Background: an optimization exercise with open tools, aiming at small area and a short achievable clock period. Do not read the settings as production practice.
At most, simulation tests tie the RTL to the original design; equivalence was not proved.
Power is estimated from default activity; no workload was simulated.

12-19:
==> module process, before the edit <==
module process(opcode,data,clk,rst,fout);
input [9:0]opcode;
input [4:0]data;
input clk,rst;
output [7:0]fout;
reg [3:0] fc;
reg sd, sh;
reg [2:0] d;
reg [7:0] qa;
reg [7:0] A, O, B;
reg [7:0] R1, R2, R3, R4;
reg dq;             
reg [2:0] dm;       
wire [3:0] op = opcode[9:6];
wire [2:0] so = opcode[5:3];
wire [7:0] r1n = (d == 3'd0) ? 8'b0 : (d == 3'd1) ? B : R1;
wire [7:0] an = sd ? {3'b000, data} : sh ? A : qa;
function [3:0] dstep;  
  input [2:0] m; input aj; input [3:0] D;
  reg q, b0, b1; reg [2:0] s;
  begin
    q = (m > D[3:1]) | ((m == D[3:1]) & (aj | ~D[0]));
    b0 = ~aj & D[0];
    b1 = (~m[0] & D[1]) | (~m[0] & b0) | (D[1] & b0);
    s = {m[1] ^ D[2] ^ b1, m[0] ^ D[1] ^ b0, aj ^ D[0]};
    dstep = {q, q ? s : {m[1:0], aj}};
  end
endfunction
wire [3:0] dn = an[3:0];
wire nq4 = (r1n[7:4] >= dn);
wire [2:0] nm4 = nq4 ? r1n[6:4] - dn[2:0] : r1n[6:4];
always @(posedge clk) begin
  case (op)
    4'd0:  fc <= 4'b0010;
    4'd1:  fc <= 4'b0000;
    4'd2:  fc <= 4'b0001;
    4'd3:  fc <= 4'b0100;
    4'd4:  fc <= 4'b0101;
    4'd5:  fc <= 4'b1000;
    4'd6:  fc <= 4'b1001;
    4'd7:  fc <= 4'b1010;
    4'd8:  fc <= 4'b1011;
    4'd9:  fc <= 4'b1100;
    4'd10: fc <= 4'b1101;
    4'd11: fc <= 4'b1111;
    4'd12: fc <= 4'b1110;
    default: ;
  endcase
  sd <= (so == 3'd5);
  sh <= so[2] & so[1];
  d  <= opcode[2:0];
  if (rst | (so == 3'd0)) qa <= 8'b0;
  else case (so[1:0])
    2'd0: qa <= R4;
    2'd1: qa <= R1;
    2'd2: qa <= R2;
    default: qa <= R3;
  endcase
  A <= an;
  B <= O;
  case (d)
    3'd0: begin R1 <= 8'b0; R2 <= 8'b0; R3 <= 8'b0; R4 <= 8'b0; end
    3'd1: R1 <= B;
    3'd2: R2 <= B;
    3'd3: R3 <= B;
    3'd4: R4 <= B;
    default: ;
  endcase
  dq <= nq4;
  dm <= nm4;
end
wire [7:0] a = R1;
wire [7:0] b = A;
wire [3:0] db = b[3:0];
wire [3:0] v3 = {dm, a[3]};
wire [3:0] v2 = {dm[1:0], a[3:2]};
wire [3:0] v1 = {dm[0], a[3:1]};
wire [3:0] v0 = a[3:0];
wire [3:0] dx1 = {db[2:0], 1'b0};    
wire [3:0] dx2 = {db[1:0], 2'b0};
wire [3:0] dx4 = {db[0], 3'b0};
wire [3:0] dx3 = dx2 + dx1;
wire [3:0] dx5 = dx4 + dx1;
wire [3:0] dx6 = dx4 + dx2;
wire [3:0] dx7 = 4'd0 - dx1;
wire q3 = (v3 >= db);
wire c2a = (v2 >= db), c2b = (v2 - dx1 >= db);
wire q2 = q3 ? c2b : c2a;
wire c1a = (v1 >= db), c1b = (v1 - dx1 >= db), c1c = (v1 - dx2 >= db), c1d = (v1 - dx3 >= db);
wire q1 = q2 ? (q3 ? c1d : c1b) : (q3 ? c1c : c1a);
wire [7:0] c0 = {v0 - dx7 >= db, v0 - dx6 >= db, v0 - dx5 >= db, v0 - dx4 >= db,
                 v0 - dx3 >= db, v0 - dx2 >= db, v0 - dx1 >= db, v0 >= db};
wire q0 = c0[{q3, q2, q1}];
wire [4:0] q = {dq, q3, q2, q1, q0};
wire [7:0] prod = a * b;
wire [7:0] bx = b ^ {8{fc[0]}};
wire [7:0] sum = a + bx + {7'b0, fc[0]};
reg [7:0] lg, sh8, y;
always @* begin
  case (fc[1:0])
    2'd0: lg = ~a;
    2'd1: lg = a & b;
    2'd2: lg = a | b;
    default: lg = a ^ b;
  endcase
  case (fc[1:0])
    2'd0: sh8 = {b[6:0], 1'b0};
    2'd1: sh8 = {1'b0, b[7:1]};
    2'd2: sh8 = {b[6:0], b[7]};
    default: sh8 = {b[0], b[7:1]};
  endcase
  case (fc[3:2])
    2'd0: y = fc[1] ? 8'b0 : sum;
    2'd1: y = fc[0] ? {3'b000, q} : prod;
    2'd2: y = lg;
    default: y = sh8;
  endcase
end
always @(posedge clk) O <= y;
assign fout = O;
endmodule
Settings: LEC_CHECK=0, ABC_AREA=1, CAP_MARGIN=20, CORE_MARGIN=2, CORE_UTILIZATION=65, CTS_BUF_LIST=sky130_fd_sc_hd__clkbuf_4 sky130_fd_sc_hd__clkbuf_8, SETUP_SLACK_MARGIN=4.8, SLEW_MARGIN=20; clock period 7.5 ns.
standard.sh (not shown) runs the stock make flow with config.mk's settings and CLKGATE_MAP_FILE= SYNTH_SCRIPT=/design/flow/synth_recipe.tcl, a recipe that flattens the netlist after the stock synthesis.
==> flow/flow/run.sh <==
#!/bin/bash
# Standard layout with three changes to how it is made:
# - adders are not mapped to the slow fa/ha cells, so abc can restructure
#   the arithmetic for speed;
# - the port buffers are plain buf_2 cells instead of the delay cells that
#   buffer_ports picks on its own;
# - timing repair does not clone gates.
set -euo pipefail
bash standard.sh ADDER_MAP_FILE= "BUFFER_PORTS_ARGS=-buffer_cell sky130_fd_sc_hd__buf_2" SKIP_GATE_CLONING=1 finish > standard.log 2>&1
[inputs] 09-21 vs 12-19
--- a/flow/design.v
+++ b/flow/design.v
@@ -13,21 +13,10 @@
 reg [2:0] dm;       
 wire [3:0] op = opcode[9:6];
 wire [2:0] so = opcode[5:3];
 wire [7:0] r1n = (d == 3'd0) ? 8'b0 : (d == 3'd1) ? B : R1;
 wire [7:0] an = sd ? {3'b000, data} : sh ? A : qa;
-function [3:0] dstep;  
-  input [2:0] m; input aj; input [3:0] D;
-  reg q, b0, b1; reg [2:0] s;
-  begin
-    q = (m > D[3:1]) | ((m == D[3:1]) & (aj | ~D[0]));
-    b0 = ~aj & D[0];
-    b1 = (~m[0] & D[1]) | (~m[0] & b0) | (D[1] & b0);
-    s = {m[1] ^ D[2] ^ b1, m[0] ^ D[1] ^ b0, aj ^ D[0]};
-    dstep = {q, q ? s : {m[1:0], aj}};
-  end
-endfunction
 wire [3:0] dn = an[3:0];
 wire nq4 = (r1n[7:4] >= dn);
 wire [2:0] nm4 = nq4 ? r1n[6:4] - dn[2:0] : r1n[6:4];
 always @(posedge clk) begin
   case (op)
@@ -47,16 +36,17 @@
     default: ;
   endcase
   sd <= (so == 3'd5);
   sh <= so[2] & so[1];
   d  <= opcode[2:0];
-  if (rst | (so == 3'd0)) qa <= 8'b0;
-  else case (so[1:0])
-    2'd0: qa <= R4;
-    2'd1: qa <= R1;
-    2'd2: qa <= R2;
-    default: qa <= R3;
+  if (rst) qa <= 8'b0;
+  else case (so)
+    3'd1: qa <= R1;
+    3'd2: qa <= R2;
+    3'd3: qa <= R3;
+    3'd4: qa <= R4;
+    default: qa <= 8'b0;
   endcase
   A <= an;
   B <= O;
   case (d)
     3'd0: begin R1 <= 8'b0; R2 <= 8'b0; R3 <= 8'b0; R4 <= 8'b0; end
### Flow results
09-21 completed every stage of the flow, and the final layout passed the timing, design-rule and antenna checks.
09-21 -> 12-19: floorplan die width flat
| post-cts repair resize count | 09-21 vs 12-19 | 2 lower |
Reported for 09-21 and 12-19, depth of the critical timing path with buffers and inverters included turned out identical to the last digit.
Compared with 12-19, in 09-21 basic-gate share of the synthesized area counting and, or, nand and nor cells lower, share of the cycle needed by the critical path after routing lower, initial standard-cell utilization of the core lower, sequential power lower, routability-driven placement congestion ratio higher.
The run with more setup slack is 09-21; 12-19 has less.
Compared to 12-19, 09-21 has final cell count 6 lower.
NOTE: clock network power share in 09-21 exceeds that of 12-19
The endpoint arrival time on the critical path reported for 09-21 is smaller than that of 12-19 by 0.06 ns.
Between 09-21 and 12-19, global-route usage is lower for 12-19, 09-21 comes in above that.
On clock distribution area overhead in the final layout: 09-21 sits above 12-19.
For 12-19, only the layout was checked, not whether the RTL still works.

static timing again, ports no longer ideal:
In the flow no input, the clock included, has a driving cell. The finished layouts below were timed again as built, in two steps. Step 1, drivers: a clkbuf_16 drives clk and a buf_2 each remaining input, both assumed. Step 2, shift: input delay + t, output delay - t, t = (earliest + latest rising clock arrival at the registers) / 2. This alone moves slack from input paths to output paths. Slacks: ideal ports / drivers / drivers and shift; pairs: ideal ports / drivers.
run	t, ns	setup WS [ns]	worst data-port slew with drivers (ns)
12-19	0.381	4.901 / 4.908 / 4.527	0.04
09-21	0.380	4.966 / 4.972 / 4.592	0.03
After both steps setup and hold are still met in every run listed.
